From an optimization exercise on the open Yosys and OpenROAD flow, aimed at small area, a short achievable clock period and few clock cycles per item; shortcuts taken in it are not production practice.
Function was checked by simulation only, so behaviour that the tests miss may differ from the original.

==> flow/design.v (outline; a module is shown in full before it is edited, if it fits) <==
// module csa_fa: 4 lines
// module csa_ha: 4 lines
// module filt_s1: 181 lines
// module filt_s2: 64 lines
// module pix_s1: 653 lines
// module pix_s2: 368 lines
// module upsample_csc: 148 lines
module upsample_csc (
    input  logic        clk,
    input  logic        resetn,
    input  logic        start,
    output logic        done,
    input  logic [15:0] sram_read_data,
    output logic [15:0] sram_write_data,
    output logic [17:0] sram_address,
    output logic        sram_we_n
);
  // ...
==> flow/flow/run.sh <==
#!/bin/bash
# Own layout flow: the standard synthesis unchanged, then the standard ORFS steps with
# stronger timing repair (a larger setup margin, all endpoints) and faster port buffers.
# Each step's full output goes to a log file in the work folder.
set -euo pipefail
bash standard.sh synth > synth.log 2>&1
bash standard.sh SETUP_SLACK_MARGIN=7.5 TNS_END_PERCENT=100 \
     BUFFER_PORTS_ARGS="-buffer_cell sky130_fd_sc_hd__buf_4" finish > layout.log 2>&1
==> flow/standard.sh <==
#!/bin/bash
# synth_recipe.tcl (not shown) runs the flow's synth.tcl, then flattens the netlist and writes it again
# the make line also repeats each setting of config.mk as NAME=value (left out here)
make -C /OpenROAD-flow-scripts/flow DESIGN_CONFIG=/design/flow/config.mk WORK_HOME=/design/flow/orfs CLKGATE_MAP_FILE= SYNTH_SCRIPT=/design/flow/synth_recipe.tcl "${@:-finish}"
==> flow/config.mk <==
export PLATFORM = sky130hd
export DESIGN_NAME = upsample_csc
export DESIGN_NICKNAME = upsample_csc
export VERILOG_FILES = /design/flow/design.v
export SDC_FILE = /design/flow/constraint.sdc
export NUM_CORES = 4
export LEC_CHECK = 0
export ABC_AREA = 1
export CAP_MARGIN = 20
export CORE_MARGIN = 2
export CORE_UTILIZATION = 40
export PLACE_DENSITY = 0.6
export SLEW_MARGIN = 20
==> flow/constraint.sdc <==
create_clock -name core_clock -period 11.0 [get_ports {clk}]
set_input_delay 2.2000 -clock core_clock [delete_from_list [all_inputs] [get_ports {clk}]]
set_output_delay 2.2000 -clock core_clock [all_outputs]
set_load 0.01 [all_outputs]
==> summary.txt, run 1 <==
Top class by area: multi-input gates
Signal inverters: 526
Final non-filler cell total: 3461
Vias per std cell: 4.76
Dpl cell area: 26600 um2
Antenna-violating nets left: 0
Setup ws final: 7.56 ns
Status: complete, no violations
HP Class: reg2reg
Yosys top cell area share: 0.247
I/O pin cnt: 55
# port buffers: 54
WHS: 0.325 ns
Crit path to: fm[20]$_DFF_P_
Most frequent cell after synthesis: inv_1
First-pass GRT wire length: 92700 um
Worst Path Required: 11.51 ns
Post-synthesis mux area share: 0.000446
Bufs w/o clock: 65
Met3 wire len: 2670 um
Num rows: 92
Post-synthesis adder-cell area fraction: 0.300
Post-CTS Setup Repair Bufs: 0
Layout cells sized above 1: 0.0887
Die X: 255 um
H-tree depth: 2
Area of the mapped netlist: 25200 um2
CP Launch Type: flip-flop
Synth Area in Simple Gates: 0.116
Reg2reg end: fm[20]$_DFF_P_
Testbench counts, summed over its fixed seeds: cycles 960,175, pixels 384,000.
==> run 2, diff against run 1 <==
--- a/flow/config.mk
+++ b/flow/config.mk
@@ -5,7 +5,7 @@
 export SDC_FILE = /design/flow/constraint.sdc
 export NUM_CORES = 4
 export LEC_CHECK = 0
-export ABC_AREA = 1
+export ABC_AREA = 0
 export CAP_MARGIN = 20
 export CORE_MARGIN = 2
 export CORE_UTILIZATION = 40
==> run 2 against run 1 <==
Net effect: die area fell by 1.8%; critical endpoint is now sram_we_n; hold slack better by 0.0034 ns; register-to-register slack gained 0.04 ns; non-clock buffer count up 27; final area is 1.4% lower; core utilization rose by 0.28 points; critical path type is now reg2out; sequential share of layout area up 0.54 points; highest routed layer unchanged; worst setup slack improved by 0.0027 ns.
==> summary.txt, run 2 <==
Worst-path clk slew: 0.06 ns (was 0.05 ns)
# port buffers: 54 (unchanged)
Area of the mapped netlist: 24800 um2 (was 25200 um2)
Vias post-DR: 15300 (was 16500)
I/O pin cnt: 55 (unchanged)
Drt drc: 0 (unchanged)
Worst reg2reg path depth: 11 (was 10)
Total negative setup slack: 0 ns (unchanged)
Commonest non-fill, non-tap cell in the layout: inv_1 (unchanged)
Top post-synthesis cells by area: dfxtp_1 (25%), fa_1 (20%), edfxtp_1 (16%) (was dfxtp_1 (25%), fa_1 (19%), edfxtp_1 (15%))
HP Class: reg2reg (unchanged)
Status: complete, no violations (unchanged)
Cells on Worst Hold Path: 0 (unchanged)
First-pass DRT Iterations: 5 (unchanged)
N_diodes: 0 (unchanged)
Area grow syn2layout: 13.5% (was 12.9%)
Post-Syn Nets: 2677 (was 2974)
Layout Skew: 0.0388 ns (was 0.0153 ns)
Top FF cell, synth: dfxtp_1 (unchanged)
Initial antenna violation count: 1 (was 0)
DR iter-0 viols: 737 (was 905)
Detail Placement HPWL: 41900 um (was 44800 um)
Worst Max-Slew Pin Slew: 0.933 ns (was 1.12 ns)
H-tree depth: 2 (unchanged)
Max cap viols: 0 (unchanged)
FF-to-FF Start: pv[4]$_DFF_P_ (was fa[5]$_DFF_P_)
RSZ-0062 raised after global routing: yes (unchanged)
Vias per std cell: 4.89 (was 4.76)
Die Span Y: 253 um (was 255 um)
Hold path endpoint: yrl[2]$_DFF_P_ (was yrl[5]$_DFF_P_)
Clock sinks: 451 (unchanged)
Slew Limit Fails: 0 (unchanged)
Area leader, netlist: dfxtp_1 (unchanged)
Cts hold-fix bufs: 0 (unchanged)
CTS buffer count: 48 (was 50)
CP Depth: 1 (was 10)
Overall routing resource usage: 0.178 (was 0.184)
FMAX: 291 MHz (was 290 MHz)
Synth Register Bits: 451 (unchanged)
Post-synth ARST share: 0.0244 (unchanged)
Num rows: 91 (was 92)
Most frequent cell after synthesis: inv_1 (unchanged)
Clock root buffer: clkbuf_16 (unchanged)
Final period util: 0.313 (about the same)
Total congestion overflow: 0 (unchanged)
Commonest cells after routing, fill and taps aside: inv_1 (357), dfxtp_1 (294), nand2_1 (243), fa_1 (243), ha_1 (215) (was inv_1 (499), nand2_1 (384), dfxtp_1 (297))
Die footprint: 64000 um2 (was 65100 um2)
Post-route minimum period: 3.44 ns (about the same)
Reg2reg end: mr[34]$_DFF_P_ (was fm[20]$_DFF_P_)
Synth warn: 1 (unchanged)
Final hold violation count: 0 (unchanged)
Mapped Cells: 2198 (was 2495)
Netlist cell types: 71 (was 63)
# setup viols final: 0 (unchanged)
Die X: 253 um (was 255 um)
Avg WL per Cell: 17.5 um (was 16.7 um)
Worst EP arrival: 1.24 ns (was 3.95 ns)
Syn_area_per_cell: 11.3 um2 (was 10.1 um2)
Max Root-Sink Buffers: 3 (unchanged)
Max FFs per register: 96 (unchanged)
TritonCTS clock tree: done (unchanged)
Clock latency (worst-skew pair): 0.61 ns (was 0.60 ns)
Part of the Yosys area used for sequential elements: 0.418 (was 0.411)
Vias in the first global route: 16200 (was 17200)
Yosys top cell area share: 0.252 (was 0.247)
First-pass GRT wire length: 87700 um (was 92700 um)
Initial core utilization: 0.403 (was 0.402)
Worst Path Required: 8.80 ns (was 11.51 ns)
Number of flops mapped to enable cells by yosys: 128 (unchanged)
Top cells by count, synth: inv_1 (364), dfxtp_1 (312), nand2_1 (245), fa_1 (243), ha_1 (217) (was inv_1 (500), nand2_1 (385), dfxtp_1 (312), fa_1 (243), ha_1 (217))
CP Launch Type: flip-flop (unchanged)
WHS: 0.328 ns (was 0.325 ns)
R2R setup slack: 7.60 ns (was 7.56 ns)
Dpl cell area: 26100 um2 (was 26600 um2)
GP Congestion: 0.904 (was 0.943)
Top delay family on crit path: flip-flops (was adder cells)
Biggest regs: ch (96), mr (35), mg (34) (unchanged)
Critical path, cell by cell: buf_4 (was ha_1 > fa_1 > inv_1 > fa_1 > fa_1 > inv_1 > fa_1 > ha_4 > nand4_1 > o221ai_2)
Register with the most flip-flops: ch (unchanged)
Largest net degree at the start of global routing: 88 (was 90)
Critical Path Fanout Max: 2 (was 3)
Final Cell Area: 28100 um2 (was 28500 um2)
Crit Path Class: reg2out (was reg2reg)
Type of destination of the critical path: primary output (was flip-flop)
Antenna-violating nets left: 0 (unchanged)
Layout cells sized above 1: 0.107 (was 0.0887)
Slowest stage cell, crit path: dfstp_2 (was fa_1)
WP buf/inv: 1 (was 2)
Final net count: 2776 (was 3053)
Post-Route WL: 54600 um (was 57800 um)
Core area: 61500 um2 (was 62700 um2)
Critical Path Max Stage Delay: 0.53 ns (was 0.55 ns)
Hold Path Origin: yr[2]$_DFF_P_ (was yr[5]$_DFF_P_)
Relative slew slack: 0.376 (was 0.250)
Final design utilization: 0.457 (was 0.454)
run 2: through the flow:
step	setup slack [ns]	cells
3_3_place_gp	6.98	3009
2_1_floorplan	7.64	2198
3_5_place_dp	6.90	3009
6_report	7.56	3127
5_1_grt	7.41	3127
4_1_cts	7.50	3110
run 2: worst max-delay path by stage:
stage,slack (ns),from,to
final,7.56,sram_we_n$_DFF_PN1_,sram_we_n
after global routing,7.41,jc[5]$_SDFFE_PN0P_,fa[8]$_DFF_P_
after CTS,7.50,pu[2]$_DFF_P_,mg[34]$_DFF_P_
after detailed placement,6.90,jc[5]$_SDFFE_PN0P_,fb[8]$_DFF_P_
after global placement,6.98,jc[5]$_SDFFE_PN0P_,fb[8]$_DFF_P_
after floorplan,7.64,fa[7]$_DFF_P_,fm[20]$_DFF_P_
run 2: routing by layer:
layer	share of wire	global-route usage	wire [um]	vias to the layer above
li1	-	-	-	7352
met1	0.44	0.227	23800	7552
met2	0.48	0.299	26400	293
met3	0.051	0.0380	2770	85
met4	0.029	0.0609	1600	0
met5	0	0	0	-
run 2: timing repair:
| item | in CTS | in global routing |
|---|---|---|
| gates cloned | 0 | 2 |
| buffers inserted | 11 | 14 |
| setup endpoints to repair | 23 | 15 |
| resized for setup | 18 | 24 |
| pin swaps | 1 | 4 |
run 2: logic make-up (layout without fill, tap and decap cells):
family | Yosys count | in the layout | synth area share
flip-flops | 451 | 451 | 0.418
AO/OA/AOI/OAI | 249 | 249 | 0.0691
adder cells (fa/ha/maj) | 460 | 460 | 0.306
AND/OR/NAND/NOR | 494 | 496 | 0.0903
multiplexers | 31 | 31 | 0.0170
buffers and inverters | 409 | 546 | 0.0625
XOR/XNOR | 104 | 104 | 0.0368
run 2: area by class of cell:
type	instances	area (um2)
fill	5631	33400
multi-input combinational	1340	12900
sequential	451	10400
clock buffer	65	1400
inverter	364	1390
tap	790	988
timing repair buffer	92	698
clock inverter	25	294
==> run 3, diff against run 2 <==
--- a/flow/config.mk
+++ b/flow/config.mk
@@ -9,5 +9,6 @@
 export CAP_MARGIN = 20
 export CORE_MARGIN = 2
 export CORE_UTILIZATION = 40
+export CTS_BUF_LIST = sky130_fd_sc_hd__clkbuf_4 sky130_fd_sc_hd__clkbuf_8
 export PLACE_DENSITY = 0.6
 export SLEW_MARGIN = 20
==> run 3 against run 2 <==
Net effect: still clean; clock skew up 0.024 ns; worst setup slack worse by 0.032 ns; die area unchanged; area after synthesis did not move; final area increased by 0.32%; global-route usage up 0.18 points; routed wire length is 0.59% higher; cell count grew 1.7%; highest routed layer unchanged.
==> summary.txt, run 3 <==
Vias in the first global route: 16400 (was 16200)
Slew Limit Fails: 0 (unchanged)
CP Launch Type: flip-flop (unchanged)
Post-Route WL: 54900 um (was 54600 um)
Initial core utilization: 0.403 (unchanged)
Critical path, cell by cell: buf_6 (was buf_4)
First-pass DRT Iterations: 6 (was 5)
Post-synth ARST share: 0.0244 (unchanged)
Total congestion overflow: 0 (unchanged)
Core area: 61500 um2 (unchanged)
Top post-synthesis cells by area: dfxtp_1 (25%), fa_1 (20%), edfxtp_1 (16%) (unchanged)
Type of destination of the critical path: primary output (unchanged)
Critical Path Max Stage Delay: 0.54 ns (was 0.53 ns)
Initial antenna violation count: 2 (was 1)
WP buf/inv: 1 (unchanged)
Total negative setup slack: 0 ns (unchanged)
CTS buffer count: 77 (was 48)
Avg WL per Cell: 17.3 um (was 17.5 um)
Die X: 253 um (unchanged)
Synth Register Bits: 451 (unchanged)
Worst Max-Slew Pin Slew: 0.891 ns (was 0.933 ns)
Slowest stage cell, crit path: dfstp_2 (unchanged)
Biggest regs: ch (96), mr (35), mg (34) (unchanged)
Antenna-violating nets left: 0 (unchanged)
Clock sinks: 451 (unchanged)
Commonest cells after routing, fill and taps aside: inv_1 (357), dfxtp_1 (295), nand2_1 (243), fa_1 (243), ha_1 (216) (was inv_1 (357), dfxtp_1 (294), nand2_1 (243), fa_1 (243), ha_1 (215))
Critical Path Fanout Max: 2 (unchanged)
TritonCTS clock tree: done (unchanged)
Status: complete, no violations (unchanged)
Vias per std cell: 4.86 (was 4.89)
Number of flops mapped to enable cells by yosys: 128 (unchanged)
I/O pin cnt: 55 (unchanged)
Yosys top cell area share: 0.252 (unchanged)
H-tree depth: 3 (was 2)
FMAX: 288 MHz (was 291 MHz)
Overall routing resource usage: 0.179 (was 0.178)
Die Span Y: 253 um (unchanged)
Crit Path Class: reg2out (unchanged)
Area grow syn2layout: 13.8% (was 13.5%)
Worst EP arrival: 1.27 ns (was 1.24 ns)
# port buffers: 54 (unchanged)
Die footprint: 64000 um2 (unchanged)
Layout cells sized above 1: 0.128 (was 0.107)
Register with the most flip-flops: ch (unchanged)
Clock latency (worst-skew pair): 0.67 ns (was 0.61 ns)
Syn_area_per_cell: 11.3 um2 (unchanged)
Largest net degree at the start of global routing: 88 (unchanged)
Final hold violation count: 0 (unchanged)
Cells after DPL: 3009 (unchanged)
Most frequent cell after synthesis: inv_1 (unchanged)
DR iter-0 viols: 708 (was 737)
Top FF cell, synth: dfxtp_1 (unchanged)
# setup viols final: 0 (unchanged)
Area of the mapped netlist: 24800 um2 (unchanged)
Post-Syn Nets: 2677 (unchanged)
Detail Placement HPWL: 41900 um (unchanged)
Top cells by count, synth: inv_1 (364), dfxtp_1 (312), nand2_1 (245), fa_1 (243), ha_1 (217) (unchanged)
HP Class: reg2reg (unchanged)
GP Congestion: 0.904 (unchanged)
Post-route minimum period: 3.47 ns (was 3.44 ns)
Num rows: 91 (unchanged)
Layout filler cell count: 5658 (was 5631)
Commonest non-fill, non-tap cell in the layout: inv_1 (unchanged)
Final period util: 0.316 (was 0.313)
Max Root-Sink Buffers: 3 (unchanged)
Part of the Yosys area used for sequential elements: 0.418 (unchanged)
Cts hold-fix bufs: 0 (unchanged)
Area leader, netlist: dfxtp_1 (unchanged)
Max FFs per register: 96 (unchanged)
Drt drc: 0 (unchanged)
Layout Skew: 0.0630 ns (was 0.0388 ns)
Final non-filler cell total: 3181 (was 3127)
First-pass GRT wire length: 88600 um (was 87700 um)
Final net count: 2805 (was 2776)
Top delay family on crit path: flip-flops (unchanged)
Worst-path clk slew: 0.06 ns (about the same)
Vias post-DR: 15500 (was 15300)
Synth warn: 1 (unchanged)
Relative slew slack: 0.398 (was 0.376)
Mapped Cells: 2198 (unchanged)
Netlist cell types: 71 (unchanged)
Max cap viols: 0 (unchanged)
RSZ-0062 raised after global routing: yes (unchanged)
Clock root buffer: clkbuf_8 (was clkbuf_16)
Worst Path Required: 8.80 ns (about the same)
[run 3: cell counts after synthesis]
No cell type changed its count.
[run 3: cell type report]
| cell class | count | area (um2) | share of cell area |
|---|---|---|---|
| Clock inverter | 22 | 278 | 0.00985 |
| Timing Repair Buffer | 93 | 722 | 0.0256 |
| Tap cell | 790 | 988 | 0.0350 |
| Antenna cell | 1 | 2.50 | 0.0000887 |
| Inverter | 364 | 1390 | 0.0494 |
| Clock buffer | 121 | 1480 | 0.0526 |
| Multi-Input combinational cell | 1339 | 12900 | 0.459 |
| Sequential cell | 451 | 10400 | 0.369 |
[run 3: cell families after synthesis]
group,Yosys count,synth area share
simple gates,494,0.0903
fa+ha+maj,460,0.306
flops,451,0.418
buf+inv,409,0.0625
compound gates,249,0.0691
xor+xnor,104,0.0368
mux,31,0.0170
[run 3: path summary, 6_finish.rpt]
path / slack (ns) / to / cells after the start / startpoint
setup / recovery: 7.53 / sram_we_n / 1 / sram_we_n$_DFF_PN1_
hold / removal: 0.30 / yrl[6]$_DFF_P_ / 0 / yr[6]$_DFF_P_
setup reg to reg: 7.62 / mg[6]$_DFF_P_ / 8 / pv[4]$_DFF_P_
hold reg to reg: 0.30 / yrl[6]$_DFF_P_ / 0 / yr[6]$_DFF_P_
max in group asynchronous: 9.39 / lead[2]$_DFFE_PN1P_ / 1 / resetn
min in group asynchronous: 1.39 / k[1]$_DFFE_PN0P_ / 1 / resetn
[run 3: metrics by stage]
stage	area, um2	util	worst slack (ns)	hold slack (ns)
floorplan	24800	-	7.64	0.310
CTS	28000	0.455	7.47	0.294
detailed placement	26100	0.424	6.90	0.312
finish	28200	0.459	7.53	0.304
global route	28200	0.459	7.40	0.311
global placement	26100	0.424	6.98	0.314
[run 3: what timing repair did]
| action | in CTS | in global routing |
|---|---|---|
| resized for setup | 18 | 24 |
| pin swaps | 1 | 3 |
| gates cloned | 0 | 1 |
| buffers inserted | 12 | 14 |
| setup endpoints to repair | 23 | 18 |
[run 3: per-layer routing]
metal  track usage  vias up  share of wire
li1              -     7418              -
met1         0.230     7639           0.44
met2         0.303      300           0.48
met3        0.0404      100          0.049
met4        0.0522        0          0.025
met5             0        -              0
==> run 4, diff against run 3 <==
--- a/flow/flow/run.sh
+++ b/flow/flow/run.sh
@@ -4,5 +4,5 @@
 # Each step's full output goes to a log file in the work folder.
 set -euo pipefail
 bash standard.sh synth > synth.log 2>&1
-bash standard.sh SETUP_SLACK_MARGIN=7.5 TNS_END_PERCENT=100 \
+bash standard.sh SETUP_SLACK_MARGIN=8.0 TNS_END_PERCENT=100 \
      BUFFER_PORTS_ARGS="-buffer_cell sky130_fd_sc_hd__buf_4" finish > layout.log 2>&1
--- a/flow/config.mk
+++ b/flow/config.mk
@@ -9,6 +9,5 @@
 export CAP_MARGIN = 20
 export CORE_MARGIN = 2
 export CORE_UTILIZATION = 40
-export CTS_BUF_LIST = sky130_fd_sc_hd__clkbuf_4 sky130_fd_sc_hd__clkbuf_8
 export PLACE_DENSITY = 0.6
 export SLEW_MARGIN = 20
==> run 4 against run 3 <==
Net effect: routed wire length grew 4.2%; area after synthesis unchanged; critical path depth did not move; synthesized cell count unchanged; sequential cell count unchanged; final area grew 4.4%; clock skew decreased by 0.022 ns; count of clock-buffer cells in the layout fell by 60; hold slack better by 0.020 ns; largest cell class unchanged.
==> summary.txt, run 4 <==
Status: complete, no violations (unchanged)
Avg WL per Cell: 17.8 um (was 17.3 um)
Overall routing resource usage: 0.186 (was 0.179)
Vias per std cell: 4.89 (was 4.86)
Max Root-Sink Buffers: 3 (unchanged)
Max cap viols: 0 (unchanged)
Worst Max-Slew Pin Slew: 1.01 ns (was 0.891 ns)
TritonCTS clock tree: done (unchanged)
Critical Path Fanout Max: 2 (unchanged)
Netlist cell types: 71 (unchanged)
First-pass DRT Iterations: 4 (was 6)
Final hold violation count: 0 (unchanged)
Reg2reg end: fm[20]$_DFF_P_ (was mg[6]$_DFF_P_)
# setup viols final: 0 (unchanged)
Yosys top cell area share: 0.252 (unchanged)
Worst Path Required: 8.80 ns (about the same)
Commonest non-fill, non-tap cell in the layout: inv_1 (unchanged)
GP Congestion: 0.897 (was 0.904)
Pre-CTS WS: 6.92 ns (was 6.90 ns)
FF-to-FF Start: fa[5]$_DFF_P_ (was pv[4]$_DFF_P_)
Most frequent cell after synthesis: inv_1 (unchanged)
Synth Register Bits: 451 (unchanged)
Top FF cell, synth: dfxtp_1 (unchanged)
Post-Syn Nets: 2677 (unchanged)
Synth warn: 1 (unchanged)
Final Cell Area: 29400 um2 (was 28200 um2)
Slowest stage cell, crit path: dfstp_2 (unchanged)
Vias post-DR: 15700 (was 15500)
Cells on Worst Hold Path: 0 (unchanged)
Clock sinks: 451 (unchanged)
Detail Placement HPWL: 42000 um (was 41900 um)
# port buffers: 54 (unchanged)
FMAX: 291 MHz (was 288 MHz)
Dpl cell area: 26100 um2 (about the same)
Top cells by count, synth: inv_1 (364), dfxtp_1 (312), nand2_1 (245), fa_1 (243), ha_1 (217) (unchanged)
Total negative setup slack: 0 ns (unchanged)
Number of flops mapped to enable cells by yosys: 128 (unchanged)
Final period util: 0.312 (was 0.316)
Antenna-violating nets left: 0 (unchanged)
Part of the Yosys area used for sequential elements: 0.418 (unchanged)
Crit Path Class: reg2out (unchanged)
Slew Limit Fails: 0 (unchanged)
Post-Route WL: 57200 um (was 54900 um)
Biggest regs: ch (96), mr (35), mg (34) (unchanged)
Num rows: 91 (unchanged)
Critical Path Max Stage Delay: 0.54 ns (about the same)
WP buf/inv: 1 (unchanged)
HP Class: reg2reg (unchanged)
Critical path, cell by cell: buf_6 (unchanged)
Setup ws final: 7.56 ns (was 7.53 ns)
Area grow syn2layout: 18.8% (was 13.8%)
Die footprint: 64000 um2 (unchanged)
Area of the mapped netlist: 24800 um2 (unchanged)
Worst reg2reg path depth: 10 (was 8)
Worst-path clk slew: 0.06 ns (about the same)
Cts hold-fix bufs: 0 (unchanged)
R2R setup slack: 7.81 ns (was 7.62 ns)
Register with the most flip-flops: ch (unchanged)
I/O pin cnt: 55 (unchanged)
Post-synth ARST share: 0.0244 (unchanged)
Vias in the first global route: 16700 (was 16400)
Clock root buffer: clkbuf_16 (was clkbuf_8)
Area occupied by multi-input gates: 13200 um2 (was 12900 um2)
Sequential Area: 10500 um2 (was 10400 um2)
CTS buffer count: 51 (was 77)
Clock latency (worst-skew pair): 0.61 ns (was 0.67 ns)
Syn_area_per_cell: 11.3 um2 (unchanged)
Core area: 61500 um2 (unchanged)
H-tree depth: 2 (was 3)
DR iter-0 viols: 983 (was 708)
Hold path endpoint: yrl[4]$_DFF_P_ (was yrl[6]$_DFF_P_)
N_diodes: 0 (was 1)
Post-route minimum period: 3.44 ns (was 3.47 ns)
Top post-synthesis cells by area: dfxtp_1 (25%), fa_1 (20%), edfxtp_1 (16%) (unchanged)
Die Span Y: 253 um (unchanged)
Initial antenna violation count: 0 (was 2)
CP Launch Type: flip-flop (unchanged)
Worst EP arrival: 1.24 ns (was 1.27 ns)
Initial core utilization: 0.403 (unchanged)
Type of destination of the critical path: primary output (unchanged)
Final net count: 2862 (was 2805)
Area leader, netlist: dfxtp_1 (unchanged)
Mapped Cells: 2198 (unchanged)
Total congestion overflow: 0 (unchanged)
Commonest cells after routing, fill and taps aside: inv_1 (326), dfxtp_1 (248), nand2_1 (239) (was inv_1 (357), dfxtp_1 (295), nand2_1 (243), fa_1 (243), ha_1 (216))
Max FFs per register: 96 (unchanged)
First-pass GRT wire length: 91400 um (was 88600 um)
RSZ-0062 raised after global routing: yes (unchanged)
Die X: 253 um (unchanged)
Drt drc: 0 (unchanged)
Layout Skew: 0.0413 ns (was 0.0630 ns)
Top delay family on crit path: flip-flops (unchanged)
Layout cells sized above 1: 0.188 (was 0.128)
Largest net degree at the start of global routing: 86 (was 88)
Hold Path Origin: yr[4]$_DFF_P_ (was yr[6]$_DFF_P_)
Relative slew slack: 0.323 (was 0.398)
Layout filler cell count: 5436 (was 5658)
run 4: kinds of logic after synthesis:
group,count (synthesis),share of synthesized area
and+or+nand+nor,494,0.0903
buffers and inverters,409,0.0625
muxes,31,0.0170
adders and majority gates,460,0.306
xor gates and xnor gates,104,0.0368
AOI/OAI and AO/OA,249,0.0691
DFF,451,0.418
run 4: repair_timing:
item,in CTS,in global routing
pin swaps,12,52
buffers inserted,63,44
setup endpoints to repair,172,96
gates resized for setup,149,98
gates cloned,1,1
run 4: metrics by stage:
stage          utilization  cells  hold slack [ns]
2_1_floorplan            -   2198            0.310
3_3_place_gp         0.425   3011            0.314
3_5_place_dp         0.425   3011            0.312
4_1_cts              0.468   3170            0.323
5_1_grt              0.479   3215            0.325
6_report             0.479   3215            0.323
run 4: how the worst max path moves through the flow:
stage	from	end	slack, ns	cells after the start
6_report	sram_we_n$_DFF_PN1_	sram_we_n	7.56	1
5_1_grt	sram_we_n$_DFF_PN1_	sram_we_n	7.51	1
4_1_cts	sram_we_n$_DFF_PN1_	sram_we_n	7.52	1
3_5_place_dp	jc[5]$_SDFFE_PN0P_	fa[8]$_DFF_P_	6.92	16
3_3_place_gp	jc[5]$_SDFFE_PN0P_	fb[8]$_DFF_P_	6.98	15
2_1_floorplan	fa[5]$_DFF_P_	fm[20]$_DFF_P_	7.95	10
run 4: final cells by class:
class                      instances  share of cell area
multi-input combinational       1340               0.448
sequential                       451               0.357
timing repair buffer             175              0.0533
inverter                         364              0.0498
clock buffer                      61              0.0457
tap                              790              0.0336
clock inverter                    34              0.0124
run 4: routing by layer:
layer / up-vias / wire (um) / GRT usage
met5: - / 0 / 0
met4: 0 / 1620 / 0.0566
met3: 112 / 3030 / 0.0394
met2: 343 / 27700 / 0.317
met1: 7736 / 24800 / 0.236
li1: 7523 / - / -

## afterwards: timing with drivers on the ports
The results above use ideal ports. As a check the final layouts listed here were re-extracted and re-timed, cells and wires unchanged. Step 1 assumes that a clkbuf_16 drives the clock port and a buf_2 every other input. Step 2 adds t to the input delays and takes it off the output delays; t is the mean of the earliest and latest rising clock arrival at the registers after step 1. Input paths then give back, and output paths get back, about the clock's delay inside the block. a / b / c = ideal ports / drivers / drivers and shift; a / b = the first two.
| run | t (ns) | setup WS [ns] | hold WS [ns] | slew at the worst register clock pin (ns) |
|---|---|---|---|---|
| run 1 | 0.655 | 7.557 / 7.499 / 7.557 | 0.325 / 0.325 / 0.325 | 0.07 / 0.07 |
| run 2 | 0.647 | 7.560 / 7.502 / 7.601 | 0.328 / 0.328 / 0.328 | 0.07 / 0.07 |
| run 3 | 0.698 | 7.529 / 7.474 / 7.620 | 0.304 / 0.304 / 0.304 | 0.07 / 0.07 |
| run 4 | 0.647 | 7.564 / 7.505 / 7.710 | 0.323 / 0.323 / 0.323 | 0.07 / 0.07 |
After both steps setup and hold are still met in every run listed.
